Source: an optimization exercise on an open RTL-to-GDS flow (aim: small area and a short achievable clock period). Production flows keep margins and buffers that such runs may drop.
In this exercise RTL edits were held to simulation tests only and were not proved equivalent to the original.

==> willow: inputs <==
Design Datapath, start of the top module:
module Datapath(Clk, Reset, PC_Counter, IM_out, DMem_Addr, DMem_WData, DMem_WMask, DMem_Read, DMem_RData,
                Reg_Write, RegWrite_or, Write_Reg);
clock: 25.0 ns
lec_check: 0
cap_margin: 30
core_margin: 2
core_utilization: 60
cts_buf_list: sky130_fd_sc_hd__clkbuf_8
slew_margin: 30
synth_hierarchical: 1
synth_minimum_keep_size: 0
standard.sh (not shown) runs the stock make flow with config.mk's settings and CLKGATE_MAP_FILE= SYNTH_SCRIPT=/design/flow/synth_recipe.tcl, a recipe that flattens the netlist after the stock synthesis.
==> flow/flow/run.sh <==
#!/bin/bash
# The standard layout (standard.sh: the standard flow's synthesis and ORFS flow, unchanged
# scripts), with two layout settings given through the environment:
#  - the port buffers that buffer_ports inserts on every input and output are
#    buf_2 cells instead of the default delay-buffer cells.
# The make/ORFS output goes to standard.log here; ORFS's per-step logs are in
# orfs/logs/.
set -euo pipefail
export SETUP_SLACK_MARGIN=8
export BUFFER_PORTS_ARGS="-buffer_cell sky130_fd_sc_hd__buf_2"
bash standard.sh > standard.log 2>&1
==> amber: changes against willow <==
--- a/flow/flow/run.sh
+++ b/flow/flow/run.sh
@@ -6,6 +6,6 @@
 # The make/ORFS output goes to standard.log here; ORFS's per-step logs are in
 # orfs/logs/.
 set -euo pipefail
-export SETUP_SLACK_MARGIN=8
+export SETUP_SLACK_MARGIN=7.5
 export BUFFER_PORTS_ARGS="-buffer_cell sky130_fd_sc_hd__buf_2"
 bash standard.sh > standard.log 2>&1
==> out/qor.txt <==
min setup slack post-route = 7.57 ns
setup bufs post-CTS = 162
largest net degree at the start of global routing = 66
WP data arrival = 12.43 ns
DP Wirelength = 258 mm
outcome = finished clean
Via density = 7.67
worst slew pin tran = 1.13 ns
CP max stage cell = fa_1
Post-DP Area = 94300 um2
worst r2r path cells = 36
critical path startpoint = IM_out[25]
# the run above: willow

==> out/qor.txt <==
outcome = finished clean
DP Wirelength = 261 mm
setup bufs post-CTS = 78
worst slew pin tran = 1.15 ns
Post-DP Area = 94300 um2
critical path startpoint = IM_out[16]
CP max stage cell = xnor2_1
largest net degree at the start of global routing = 73
WP data arrival = 12.66 ns
Via density = 7.63
worst r2r path cells = 38
met3 usage = 0.168
# the run above: amber


========
==> run a <==
Starting RTL as in the previous note.
==> flow/config.mk <==
export PLATFORM = sky130hd
export DESIGN_NAME = Datapath
export DESIGN_NICKNAME = Datapath
export VERILOG_FILES = /design/flow/design.v
export SDC_FILE = /design/flow/constraint.sdc
export NUM_CORES = 4
export LEC_CHECK = 0
export CAP_MARGIN = 30
export CORE_MARGIN = 2
export CORE_UTILIZATION = 60
export CTS_BUF_LIST = sky130_fd_sc_hd__clkbuf_8
export SLEW_MARGIN = 30
export SYNTH_HIERARCHICAL = 1
export SYNTH_MINIMUM_KEEP_SIZE = 0
==> flow/constraint.sdc <==
create_clock -name core_clock -period 25.0 [get_ports {Clk}]
set_input_delay 5.0000 -clock core_clock [delete_from_list [all_inputs] [get_ports {Clk}]]
set_output_delay 5.0000 -clock core_clock [all_outputs]
set_load 0.01 [all_outputs]
==> flow/flow/run.sh <==
#!/bin/bash
# The standard layout (standard.sh: the standard flow's synthesis and ORFS flow, unchanged
# scripts), with two layout settings given through the environment:
#  - the port buffers that buffer_ports inserts on every input and output are
#    buf_2 cells instead of the default delay-buffer cells.
# The make/ORFS output goes to standard.log here; ORFS's per-step logs are in
# orfs/logs/.
set -euo pipefail
export SETUP_SLACK_MARGIN=7
export BUFFER_PORTS_ARGS="-buffer_cell sky130_fd_sc_hd__buf_2"
bash standard.sh > standard.log 2>&1
==> run b: changes against run a <==
==> flow/run.sh (new file) <==
#!/bin/bash
# synth_recipe.tcl (not shown) runs the flow's synth.tcl, then flattens the netlist and writes it again
# the make line also repeats each setting of config.mk as NAME=value (left out here)
make -C /OpenROAD-flow-scripts/flow DESIGN_CONFIG=/design/flow/config.mk WORK_HOME=/design/flow/orfs CLKGATE_MAP_FILE= SYNTH_SCRIPT=/design/flow/synth_recipe.tcl finish
Settings changed: CTS_BUF_LIST sky130_fd_sc_hd__clkbuf_8 to not set, SETUP_SLACK_MARGIN set to 5.
removed: flow/flow/run.sh
removed: flow/standard.sh
==> notes <==
- Setup slack: run a is better than run b (1.9 ns).
- Against run b, the final cell count of run a is larger by 2.0%.
- Between run b and run a, the lower register-to-register slack is in run b (gap 0.55 ns).
- Against run a, the wire length of run b is lower by about 3%.
- In run b the sequential share of layout area is higher than in run a, by 0.42 points.

-- static timing again, ports no longer ideal --
No port has a modelled driver above. Below, the same layouts with a new extraction and two added sets of constraints. Step 1 sets driving cells, clkbuf_16 on the clock port and buf_2 on the other inputs (assumed; they add their load-dependent delay and slew). Step 2 adds t to the input delays and takes it off the output delays; t is the mean of the earliest and latest rising clock arrival at the registers after step 1. Input paths then give back, and output paths get back, about the clock's delay inside the block. Slacks: ideal ports / drivers / drivers and shift; pairs: ideal ports / drivers.
| run | shift t [ns] | slack for setup (ns) | slew at the worst register clock pin (ns) | worst data-port slew with drivers (ns) | cell pins on the clock port's net |
|---|---|---|---|---|---|
| willow | 1.020 | 7.571 / 7.288 / 7.288 | 0.07 / 0.07 | 0.38 | 1 |
| amber | 1.020 | 7.339 / 7.050 / 7.050 | 0.08 / 0.08 | 0.32 | 1 |
| run a | 1.015 | 6.918 / 6.707 / 6.707 | 0.08 / 0.08 | 0.31 | 1 |
| run b | 0.839 | 5.036 / 5.010 / 5.010 | 0.08 / 0.08 | 0.07 | 1 |
After both steps setup and hold are still met in every run listed. For amber, which loses most, drivers alone change the setup slack by -0.289 ns; drivers and shift together by -0.289 ns.
